Context: an optimization exercise on an open-source flow, tuned for small area and a short achievable clock period. The choices shown serve that exercise and are no tape-out recipe.
Only simulation tests tie the RTL to the original design; equivalence was not proved.
Power is estimated from default activity; no workload was simulated.

==> flow/design.v <==
module addition_1(i_arg_A, i_arg_B, cache_status, cache_result);
	parameter M = 8;
	parameter K = 8;
	input logic [M-1:0] i_arg_A;
	input logic [M-1:0] i_arg_B;
	output logic [K-1:0] cache_result;
	output logic [3:0] cache_status;
	logic [M-1:0] cache_B;
	logic [M:0] cache;
	always_comb begin
		cache_status = 4'b0;
		cache_result = 8'b0;
		cache_B = ~(i_arg_B);
		cache = '0;
		if((i_arg_A[M-1] == 0) & (cache_B[M-1] == 0)) begin
			cache = i_arg_A + cache_B;
			if(cache[M-1] == 1) begin
				cache_status = 4'b1001;
				cache_result = 8'b0;
			end else begin
				cache_result = cache[M-1:0];
			end
		end
		if((i_arg_A[M-1] == 0) & (cache_B[M-1] == 1)) begin
			if((i_arg_A[M-2:0]) > cache_B[M-2:0]) begin
				cache_result = {1'b0, (i_arg_A[M-2:0] - cache_B[M-2:0])};
			end else begin
				cache_result = {1'b1, (cache_B[M-2:0] - i_arg_A[M-2:0])};
			end
		end
		if((i_arg_A[M-1] == 1) & (cache_B[M-1] == 0)) begin
			if((i_arg_A[M-2:0]) > cache_B[M-2:0]) begin
				cache_result = {1'b1, (i_arg_A[M-2:0] - cache_B[M-2:0])};
			end else begin
				cache_result = {1'b0, (cache_B[M-2:0] - i_arg_A[M-2:0])};
			end
		end
		if((i_arg_A[M-1] == 1) & (cache_B[M-1] == 1)) begin
			cache = i_arg_A[M-2:0] + cache_B[M-2:0];
			if(cache[M-1] == 1) begin
				cache_status = 4'b1001;
				cache_result = 8'b0;
			end else begin
				cache_result = {1'b1, cache[M-2:0]};
			end
		end
	end
endmodule
module division_1(i_arg_A, i_arg_B, cache_status, cache_result);
	parameter M = 8;
	parameter K = 8;
	input logic [M-1:0] i_arg_A;
	input logic [M-1:0] i_arg_B;
	output logic [K-1:0] cache_result;
	output logic [3:0] cache_status;
	always_comb begin
		cache_status = 4'b0;
		cache_result = 8'b0;
		if(i_arg_B == 8'b0) begin
			cache_status = 4'b1000;
			cache_result = 8'b0;
		end
		else begin
			if(i_arg_B[M-2:0] == '0) cache_result = {(i_arg_A[M-1] ^ i_arg_B[M-1]), {(M-1){1'b1}}};
			else cache_result = {(i_arg_A[M-1] ^ i_arg_B[M-1]), (i_arg_A[M-2:0] / i_arg_B[M-2:0])};
		end
	end	
endmodule
module right_shift_1(i_arg_A, i_arg_B, cache_status, cache_result);
	parameter M = 8;
	parameter K = 8;
	input logic [M-1:0] i_arg_A;
	input logic [M-1:0] i_arg_B;
	output logic [K-1:0] cache_result;
	output logic [3:0] cache_status;
	always_comb begin
		cache_status = 4'b0;
		cache_result = 8'b0;
		if(i_arg_B[M-1] == 0) begin
			cache_status = 4'b1000;
			cache_result = 8'b0;
		end
		else begin
			cache_result = i_arg_A >> ~(i_arg_B);
		end
	end
endmodule
module zm_to_u2(i_arg_A, i_arg_B, cache_status, cache_result);
	parameter M = 8;
	parameter K = 8;
	input logic [M-1:0] i_arg_A;
	input logic [M-1:0] i_arg_B;
	output logic [K-1:0] cache_result;
	output logic [3:0] cache_status;
	always_comb begin
		cache_status = 4'b0;
		cache_result = 8'b0;
		if(i_arg_A[M-1] == 0) begin
			cache_result = i_arg_A;
		end
		else begin
			cache_result = {1'b1, ~(i_arg_A[M-2:0]) + 1'b1};
		end
	end
endmodule
module absolute (i_arg_B, cache_result, cache_status);
    parameter M = 8;
    parameter K = 8;
    input logic signed [M-1:0] i_arg_B;
    output logic [K-1:0] cache_result;
    output logic [3:0] cache_status;
    always_comb
    begin
        cache_result = '0;
        cache_status = '0;
        begin
            if (i_arg_B >= 0) 
                begin
                    cache_result = i_arg_B;
                end 
            else 
                begin
                    cache_result = -i_arg_B;
                end
        end
        if (cache_result === (1 << M) - 1)
            cache_status[2] = 1;  
        if (~(^cache_result) && cache_result != 0)
            cache_status[1] = 1;  
        if (i_arg_B < -(2**(M-1)) || i_arg_B >= 2**(M-1)) begin
            cache_status[0] = 1;  
        end
    end
endmodule
module comparison_1 (i_arg_A, i_arg_B, cache_result, cache_status);
    parameter M = 8;
    parameter K = 8;
    input logic signed [M-1:0] i_arg_A;
    input logic signed [M-1:0] i_arg_B;
    output logic [K-1:0] cache_result;
    output logic [3:0] cache_status;
    always_comb 
    begin
        cache_status = '0;
        cache_result = '0;
        if ((~i_arg_A) >= i_arg_B) begin
            cache_result = 1;
            if (((i_arg_A >>> (M-1)) == 1) && ((i_arg_B >>> (M-1)) == 1) && ((cache_result >>> (K-1)) == 0) ||
            ((i_arg_A >>> (M-1)) == 0) && ((i_arg_B >>> (M-1)) == 0) && ((cache_result >>> (K-1)) == 1))
            begin
                cache_status[3] = 1;
            end
        end
    end
endmodule
module division (i_arg_A, i_arg_B, cache_result, cache_status);
    parameter M = 8;
    parameter K = 8;
    input logic signed [M-1:0] i_arg_A, i_arg_B;
    output logic [K-1:0] cache_result;
    output logic [3:0] cache_status;
    logic signed [K-1:0] s_divid;
    always_comb
    begin
        cache_status = '0;
        cache_result = '0;
        s_divid = '0;
        if (i_arg_B !== 0) 
        begin
            s_divid = i_arg_A / i_arg_B;
            if (s_divid <= K-1) 
            begin
                cache_result = s_divid;
            end 
            else
                cache_status[3] = 1;  
        end 
        else
            cache_status[0] = 1;
        if (cache_result === (1 << K) - 1)
            cache_status[2] = 1;  
        if (~(^cache_result) && cache_result != 0)
            cache_status[1] = 1;  
    end
endmodule
module right_shift_2 (i_arg_A, i_arg_B, cache_result, cache_status);
    parameter M = 8;
    parameter K = 8;
    input logic signed [M-1:0] i_arg_A, i_arg_B;
    output logic [K-1:0] cache_result;
    output logic [3:0] cache_status;
    logic [M-1:0] s_s;
    always_comb
    begin
        cache_result = '0;
        cache_status = '0;
        s_s = '0;
        if (i_arg_B >= 0)
        begin
            s_s = ~i_arg_A >> i_arg_B;
            if (s_s <= K-1)
            begin
                cache_result = s_s;
            end
            else
                cache_status[3] = 1;  
        end
        else
            cache_status[0] = 1;  
        if (cache_result === (1 << K) - 1)
            cache_status[2] = 1;  
        if (~(^cache_result) && cache_result != 0)
            cache_status[1] = 1;  
    end
endmodule
module add_bit(i_arg_A, i_arg_B, cache_status, cache_result);
	parameter M = 8;
	parameter K = 8;
	input logic [M-1:0] i_arg_A;
	input logic [M-1:0] i_arg_B;
	output logic [K-1:0] cache_result;
	output logic [3:0] cache_status;
	logic [M-1:0] sum;
	logic signed [M-1:0] s_A, s_B;
	always_comb begin
		cache_status = 4'b0;
		cache_result = 8'b0;
		sum = '0;
        s_A = $signed(i_arg_A);
        s_B = $signed(i_arg_B);
        if ((s_A + s_B) > ((2**(M-1)) - 1)) begin
        	cache_status = 4'b1001;
    		cache_result = 8'b0;
        end 
        else if ((s_A + s_B) < -(2**(M-1))) begin
        	cache_status = 4'b1001;
    		cache_result = 8'b0;
        end else begin
        sum = s_A + s_B;
        sum = (sum & ~(1 << s_B));
        cache_result = sum;
        end
	end
endmodule
module comparison_2(i_arg_A, i_arg_B, cache_status, cache_result);
	parameter M = 8;
	parameter K = 8;
	input logic [M-1:0] i_arg_A;
	input logic [M-1:0] i_arg_B;
	output logic [K-1:0] cache_result;
	output logic [3:0] cache_status;
	logic [M-1:0] comp_A, comp_B;
	always_comb begin
		cache_status = 4'b0;
		cache_result = 8'b0;
		comp_A = '0;
		comp_B = '0;
        if ((i_arg_A[M-1] == 1) && (i_arg_B[M-1] == 0)) 
        begin
        	cache_result = 2'b01; 
        end else 
        if (((i_arg_A[M-1] == 0) && (i_arg_B[M-1] == 1)) || (i_arg_A == i_arg_B)) 
        begin
             cache_result = 0;  
        end else if ((i_arg_A[M-1] == 0) && (i_arg_B[M-1] == 0)) 
        begin
        	if (i_arg_A < i_arg_B) 
        	begin
        		cache_result = 2'b01; 
        	end else 
        	begin 
            	cache_result = 0;
        	end
        end else if ((i_arg_A[M-1] == 1) && (i_arg_B[M-1] == 1)) 
        begin
            comp_A = i_arg_A;
            comp_B = i_arg_B;
            comp_A[M-1] = 0;
            comp_B[M-1] = 0;
        	if (comp_A > comp_B) 
        	begin
            	cache_result = 1;
        	end else 
        	begin
            	cache_result = 0;
        	end
        end
	end
endmodule
module sub_and_mul(i_arg_A, i_arg_B, cache_status, cache_result);
	parameter M = 8;
	parameter K = 8;
	input logic [M-1:0] i_arg_A;
	input logic [M-1:0] i_arg_B;
	output logic [K-1:0] cache_result;
	output logic [3:0] cache_status;
	logic [M-1:0] cache;
	logic [M-1:0] sum;
	logic signed [M-1:0] s_A, s_B;
	always_comb begin
		cache_status = 4'b0;
		cache_result = 8'b0;
		sum = '0;
		cache = (i_arg_B << 1);
        s_A = $signed(i_arg_A);
        s_B = $signed(cache);
        if ((s_A - s_B) > ((2**(M-1)) - 1)) 
        begin
        	cache_status = 4'b1001;
    		cache_result = 8'b0;
        end 
        else if ((s_A - s_B) < -(2**(M-1))) 
        begin
        	cache_status = 4'b1001;
    		cache_result = 8'b0;
        end else begin
        	sum = s_A - s_B;
        	cache_result = sum;
        end
	end
endmodule
module u2_to_zm(i_arg_A, i_arg_B, cache_status, cache_result);
	parameter M = 8;
	parameter K = 8;
	input logic [M-1:0] i_arg_A;
	input logic [M-1:0] i_arg_B;
	output logic [K-1:0] cache_result;
	output logic [3:0] cache_status;
	always_comb begin
		cache_status = 4'b0;
		cache_result = 8'b0;
    	if (i_arg_A == 8'b10000000) begin
    		cache_status = 4'b1001;
    		cache_result = {1'b1, ~(i_arg_A[M-2:0]) + 1'b1};
    	end
    	else if(i_arg_A[M-1] == 1) 
    	begin
        	cache_result = {1'b1, ~(i_arg_A[M-2:0]) + 1'b1};
    	end 
    	else begin
        	cache_result = i_arg_A;
    	end
	end
endmodule
module new_alu(i_op, i_arg_A, i_arg_B, i_clk, i_reset, o_result, o_status, o_op_rdy, o_alu_error);
	parameter N = 4;
	parameter M = 8;
	parameter K = 8;
	input logic [N-1:0] i_op;
	input logic [M-1:0] i_arg_A;
	input logic [M-1:0] i_arg_B;
	input logic i_clk;
	input logic i_reset;
	output logic [K-1:0] o_result;
	output logic [3:0] o_status;
	output logic o_op_rdy;
	output logic o_alu_error;
	logic [K-1:0] finale_cache_result;
	logic [3:0] finale_cache_status;
	logic cache_op_ready;
	logic cache_alu_error;
	logic [3:0] M_addition_status, M_division_status, M_right_shift_status, M_zm_to_u2_status;
	logic [M-1:0] M_addition_result, M_division_result, M_right_shift_result, M_zm_to_u2_result;
	logic [3:0] A_sub_and_mul_status, A_comparison_2_status, A_add_bit_status, A_u2_to_zm_status;
	logic [M-1:0] A_sub_and_mul_result, A_comparison_2_result, A_add_bit_result, A_u2_to_zm_result;
	logic [3:0] K_absolute_status, K_comparison_1_status, K_division_status, K_right_shift_2_status;
	logic [M-1:0] K_absolute_result, K_comparison_1_result, K_division_result, K_right_shift_2_result;
	addition_1 #(.M(M), .K(K)) mod_addition_1(.i_arg_A(i_arg_A), .i_arg_B(i_arg_B), .cache_status(M_addition_status), .cache_result(M_addition_result));
	division_1 #(.M(M), .K(K)) mod_division_1(.i_arg_A(i_arg_A), .i_arg_B(i_arg_B), .cache_status(M_division_status), .cache_result(M_division_result));
	right_shift_1 #(.M(M), .K(K)) mod_right_shift_1(.i_arg_A(i_arg_A), .i_arg_B(i_arg_B), .cache_status(M_right_shift_status), .cache_result(M_right_shift_result));
	zm_to_u2 #(.M(M), .K(K)) mod_zm_to_u2(.i_arg_A(i_arg_A), .i_arg_B(i_arg_B), .cache_status(M_zm_to_u2_status), .cache_result(M_zm_to_u2_result));
	sub_and_mul #(.M(M), .K(K)) mod_sub_and_mul(.i_arg_A(i_arg_A), .i_arg_B(i_arg_B), .cache_status(A_sub_and_mul_status), .cache_result(A_sub_and_mul_result));
	comparison_2 #(.M(M), .K(K)) mod_comparison_2(.i_arg_A(i_arg_A), .i_arg_B(i_arg_B), .cache_status(A_comparison_2_status), .cache_result(A_comparison_2_result));	
	add_bit #(.M(M), .K(K)) mod_add_bit(.i_arg_A(i_arg_A), .i_arg_B(i_arg_B), .cache_status(A_add_bit_status), .cache_result(A_add_bit_result));	
	u2_to_zm #(.M(M), .K(K)) mod_u2_to_zm(.i_arg_A(i_arg_A), .i_arg_B(i_arg_B), .cache_status(A_u2_to_zm_status), .cache_result(A_u2_to_zm_result));
	absolute #(.M(M), .K(K)) mod_absolute(.i_arg_B(i_arg_B), .cache_status(K_absolute_status), .cache_result(K_absolute_result));
	comparison_1 #(.M(M), .K(K)) mod_comparison_1(.i_arg_A(i_arg_A), .i_arg_B(i_arg_B), .cache_status(K_comparison_1_status), .cache_result(K_comparison_1_result));	
	division #(.M(M), .K(K)) mod_division(.i_arg_A(i_arg_A), .i_arg_B(i_arg_B), .cache_status(K_division_status), .cache_result(K_division_result));	
	right_shift_2 #(.M(M), .K(K)) mod_right_shift_2(.i_arg_A(i_arg_A), .i_arg_B(i_arg_B), .cache_status(K_right_shift_2_status), .cache_result(K_right_shift_2_result));
	always_comb begin
		finale_cache_status = 4'b0;
		finale_cache_result = 8'b0;
		cache_op_ready = 1'b0;
		cache_alu_error = 1'b0;
		case(i_op[3:2])
			2'b00 : begin
				case(i_op[1:0])
					2'b00 : begin
						finale_cache_status = M_right_shift_status;
						finale_cache_result = M_right_shift_result;
					end
					2'b01 : begin
						finale_cache_status = M_addition_status;
						finale_cache_result = M_addition_result;
					end
					2'b10 : begin
						finale_cache_status = M_division_status;
						finale_cache_result = M_division_result;
					end
					2'b11 : begin
						finale_cache_status = M_zm_to_u2_status;
						finale_cache_result = M_zm_to_u2_result;
					end
				endcase
			end
			2'b01 : begin
				case(i_op[1:0])
					2'b00 : begin
						finale_cache_status = A_sub_and_mul_status;
						finale_cache_result = A_sub_and_mul_result;
					end
					2'b01 : begin
						finale_cache_status = A_comparison_2_status;
						finale_cache_result = A_comparison_2_result;
					end
					2'b10 : begin
						finale_cache_status = A_add_bit_status;
						finale_cache_result = A_add_bit_result;
					end
					2'b11 : begin
						finale_cache_status = A_u2_to_zm_status;
						finale_cache_result = A_u2_to_zm_result;
					end
				endcase
			end
			2'b10 : begin
				case(i_op[1:0])
					2'b00 : begin
						finale_cache_status = K_absolute_status;
						finale_cache_result = K_absolute_result;
					end
					2'b01 : begin
						finale_cache_status = K_comparison_1_status;
						finale_cache_result = K_comparison_1_result;
					end
					2'b10 : begin
						finale_cache_status = K_division_status;
						finale_cache_result = K_division_result;
					end
					2'b11 : begin
						finale_cache_status = K_right_shift_2_status;
						finale_cache_result = K_right_shift_2_result;
					end
				endcase
			end
		endcase
		if(finale_cache_result == 8'b0) begin
			finale_cache_status[1] = 1'b1;
		end
		if(^finale_cache_result == 1'b1) begin
			finale_cache_status[2] = 1'b1;
		end
		if(i_reset == 1'b0) begin
			finale_cache_status = 4'b0;
			finale_cache_result = 8'b0;
		end
		if(finale_cache_status[0] == 1) begin
			cache_op_ready = 1'b0;
			cache_alu_error = 1'b1;
		end else begin
			cache_op_ready = 1'b1;
			cache_alu_error = 1'b0;
		end
	end
    always_ff @(posedge i_clk) begin
    	o_result <= finale_cache_result;
    	o_status <= finale_cache_status;
    	o_op_rdy <= cache_op_ready;
		o_alu_error <= cache_alu_error;
    end
endmodule
==> flow/run.sh <==
#!/bin/bash
# synth_recipe.tcl (not shown) runs the flow's synth.tcl, then flattens the netlist and writes it again
# the make line also repeats each setting of config.mk as NAME=value (left out here)
make -C /OpenROAD-flow-scripts/flow DESIGN_CONFIG=/design/flow/config.mk WORK_HOME=/design/flow/orfs CLKGATE_MAP_FILE= SYNTH_SCRIPT=/design/flow/synth_recipe.tcl finish
==> flow/config.mk <==
export PLATFORM = sky130hd
export DESIGN_NAME = new_alu
export DESIGN_NICKNAME = new_alu
export VERILOG_FILES = /design/flow/design.v
export SDC_FILE = /design/flow/constraint.sdc
export NUM_CORES = 4
export LEC_CHECK = 0
export CAP_MARGIN = 20
export CORE_MARGIN = 2
export CORE_UTILIZATION = 40
export SLEW_MARGIN = 20
==> flow/constraint.sdc <==
create_clock -name core_clock -period 18.0 [get_ports {i_clk}]
set_input_delay 3.6000 -clock core_clock [delete_from_list [all_inputs] [get_ports {i_clk}]]
set_output_delay 3.6000 -clock core_clock [all_outputs]
set_load 0.01 [all_outputs]
==> impl_metrics.tcl <==
set metrics [dict create \
    setup_tns_ns 0 \
    cellPowerDensity_mw_per_mm2 83.3 \
    grt_max_degree 34 \
    worst_slew_pin_slew_ns 1.01 \
    dieArea_mm2 0.0182 \
    final_core_util_pct 47.9 \
    die_y_um 135 \
    synth_top_family_by_area "compound AO/OA/AOI/OAI gates" \
    gp_congestion 1.01 \
    fin_area_mm2 0.00796 \
    synth_compound_area_share_pct 33.3 \
    placedCellCount 1224 \
    hp-class "primary input to flip-flop" \
    syn_avg_cell_area_um2 7.14 \
    synth_cell_types 86 \
    status "complete, no violations" \
    clkTransAtPathRegs_ns 0.04 \
    synth_mux_area_share_pct 5.44 \
    synthCells 958 \
    rows 47 \
    syn_area_mm2 0.00684 \
    finalHoldViolations 0 \
    area_delta_synth_final_pct 16.5 \
    grt_overflow_total 0 \
    dp_hpwl_um 20000 \
    drive_above_1_share_pct 12.9 \
    ys_ff_latch 13 \
    leakage_nw 3.32 \
    critPathArrivalTime_ns 17.45 \
    relSlewSlack_pct 31.0 \
    post_drt_wl_per_cell_um 20.0 \
    die-width_um 135 \
    antenna_found_initial 0 \
    synth-main-ff-cell "dfxtp_1" \
    path_class "primary input to flip-flop" \
    critPathLaunchType "primary input" \
    postRouteAntennaNets 0 \
    viasPerCell 6.21 \
    ys_warn_count 13 \
    coreArea_mm2 0.0166 \
    cts_buffers 3 \
    async_flop_share_pct 0 \
    drcViolationCount 0 \
    drv_cap 0 \
    globalRouteTotalUtil_pct 26.7 \
    stdcell_count 1242 \
    wl_um 24900 \
    grt_pass1_vias 7105 \
    place_area_mm2 0.00763 \
    grt_pass1_wl_um 38500 \
    io_buffers 35 \
    timing.final.crit_share_pct 96.3 \
    cp_slowest_cell "clkdlybuf4s50_1" \
    min_period_ns 17.34 \
    max_stage_delay_ns 0.48 \
    synth_simple_gate_area_share_pct 21.6 \
    fmax_ghz 0.0577 \
    cts_tree "yes" \
    whs_path_depth 2 \
    worstPathMaxFanout 9 \
    path_buf_inv 4 \
    nNetsFinal 1165 \
    cts_max_path_buffers 2 \
    synth-xor-area-share_pct 7.43 \
    endpoint_kind "flip-flop" \
    htree_levels 1 \
    ctsHoldBuffers 0 \
    finalSetupViolCount 0 \
    vias 7708 \
    start_util_pct 41.1 \
    crit_cells 60 \
    diodes 0 \
    first_pass_iters 5 \
    synth-adder-area-share_pct 22.4 \
    cpMostUsedCell "ha_1" \
    fillers 1722 \
    drv_slew 0 \
    peakVddDrop_mv 0.0634 \
    whs_ns 4.12 \
    drt_iter0_markers 862 \
    cts-root-buf "clkbuf_16" \
    cts.sinks 13 \
    synth_edf_count 0 \
    crit_family "compound AO/OA/AOI/OAI gates" \
    worst_ep_required_time_ns 18.11 \
    io_pins 36 \
    yosysSeqAreaShare_pct 3.81 \
]
==> through the flow <==
step                      power (mW)  setup slack, ns
after CTS                      0.619            0.119
after global routing           0.729           -0.172
after global placement         0.572            0.225
final                          0.664            0.663
after floorplan                0.444            0.245
after detailed placement       0.574           -0.225
==> flip-flops by register name (all words and copies together), names as in the netlist <==
signal and count:
o_result 8, o_status 4, o_op_rdy 1
==> cells by family (layout without fill, tap and decap cells) <==
family | count (synthesis) | count (layout)
xor gates and xnor gates | 58 | 58
AOI/OAI and AO/OA | 330 | 330
DFF | 13 | 13
muxes | 32 | 32
buffers and inverters | 101 | 161
adders and majority gates | 120 | 120
other | 1 | 5
and+or+nand+nor | 303 | 303
==> cell usage after synthesis (6+ instances only) <==
cell type,number,share of area (%)
ha_1,116,21
nor2_1,87,4.8
nand2_1,79,4.3
a21oi_1,66,4.8
inv_1,64,3.5
o21ai_0,54,4.0
xnor2_1,52,6.7
nor3_1,36,2.6
o21a_1,34,3.7
a211oi_1,23,2.5
clkbuf_1,23,1.3
mux2_2,21,3.5
o211ai_1,20,2.2
o31ai_1,18,2.0
a21o_1,17,1.9
nand3_1,16,1.2
dfxtp_1,13,3.8
nand4_1,11,1.0
nor2b_1,11,1.0
a31oi_1,10,0.92
mux2i_1,9,1.3
nand2b_1,9,0.82
o21bai_1,9,0.99
and3_1,7,0.64
o21ai_1,7,0.51
or2_2,7,0.64
or3_1,6,0.55
xor2_1,6,0.77
==> worst paths after layout <==
check                  start          end  slack, ns
setup / recovery  i_arg_B[1]  o_status[1]       0.66
hold / removal       i_reset  o_result[0]       4.12
==> placed cells by master, fill, tap and decap left out, types with 7 or more instances in the layout <==
master             n
nor2_1            84
nand2_1           78
dfxtp_1           13
nand3_1           15
a211oi_1          22
nand4_1           11
or2_2              7
a31oi_1            9
ha_1             113
buf_4             54
o21a_1            34
o21bai_1           9
nor2b_1           11
a21o_1            17
xnor2_1           50
clkdlybuf4s50_1   34
o211ai_1          20
o31ai_1           17
a21oi_1           65
mux2i_1            8
nand2b_1           9
o21ai_0           54
and3_1             7
inv_1             61
mux2_2            19
nor3_1            35
==> metal layers <==
layer / vias up / share of wire [%] / track usage [%]
li1: 3718 / - / -
met3: 77 / 8.9 / 3.90
met5: - / 0 / 0
met4: 0 / 3.8 / 9.71
met2: 356 / 43 / 41.3
met1: 3557 / 44 / 37.6
==> power breakdown <==
| group | internal [mW] | total [mW] | leakage (nW) | switching, mW |
|---|---|---|---|---|
| registers | 0.0322 | 0.0329 | 0.106 | 0.000661 |
| logic | 0.268 | 0.591 | 3.18 | 0.323 |
| clock network | 0.0297 | 0.0401 | 0.0382 | 0.0104 |
==> repair_timing <==
item                       CTS  global route
setup endpoints to repair    1             2
buffers inserted             0            14
hold endpoints to repair     0             0
pin swaps                    0            16
resized for setup            2            32
==> layout make-up <==
| type | instances | area (um^2) | area share [%] |
|---|---|---|---|
| sequential | 13 | 260 | 3.27 |
| multi-input combinational | 848 | 6320 | 79.4 |
| tap | 220 | 275 | 3.46 |
| timing repair buffer | 91 | 781 | 9.80 |
| clock buffer | 4 | 78.8 | 0.990 |
| inverter | 66 | 248 | 3.11 |

[separate check: timing with driven ports]
Ports are ideal in the flow. The routed layout listed here was re-timed in OpenROAD.
Step 1 (the two cells are an assumption about what drives the block):
set clk [get_ports {i_clk}]
set_driving_cell -lib_cell sky130_fd_sc_hd__clkbuf_16 $clk
set_driving_cell -lib_cell sky130_fd_sc_hd__buf_2 [delete_from_list [all_inputs] $clk]
Step 2, shift: input delay + t, output delay - t, t = (earliest + latest rising clock arrival at the registers) / 2. This alone moves slack from input paths to output paths.
Three values: ideal, step 1, step 2; two values: the first two.
t, ns: 0.262
slack for setup (ns): 0.663 / 0.667 / 0.406
hold slack, ns: 4.119 / 4.120 / 4.347
clock arrival spread, ns: 0.000 / 0.001
After both steps setup and hold are still met in this run. For this run, drivers alone change the setup slack by +0.004 ns; drivers and shift together by -0.257 ns.
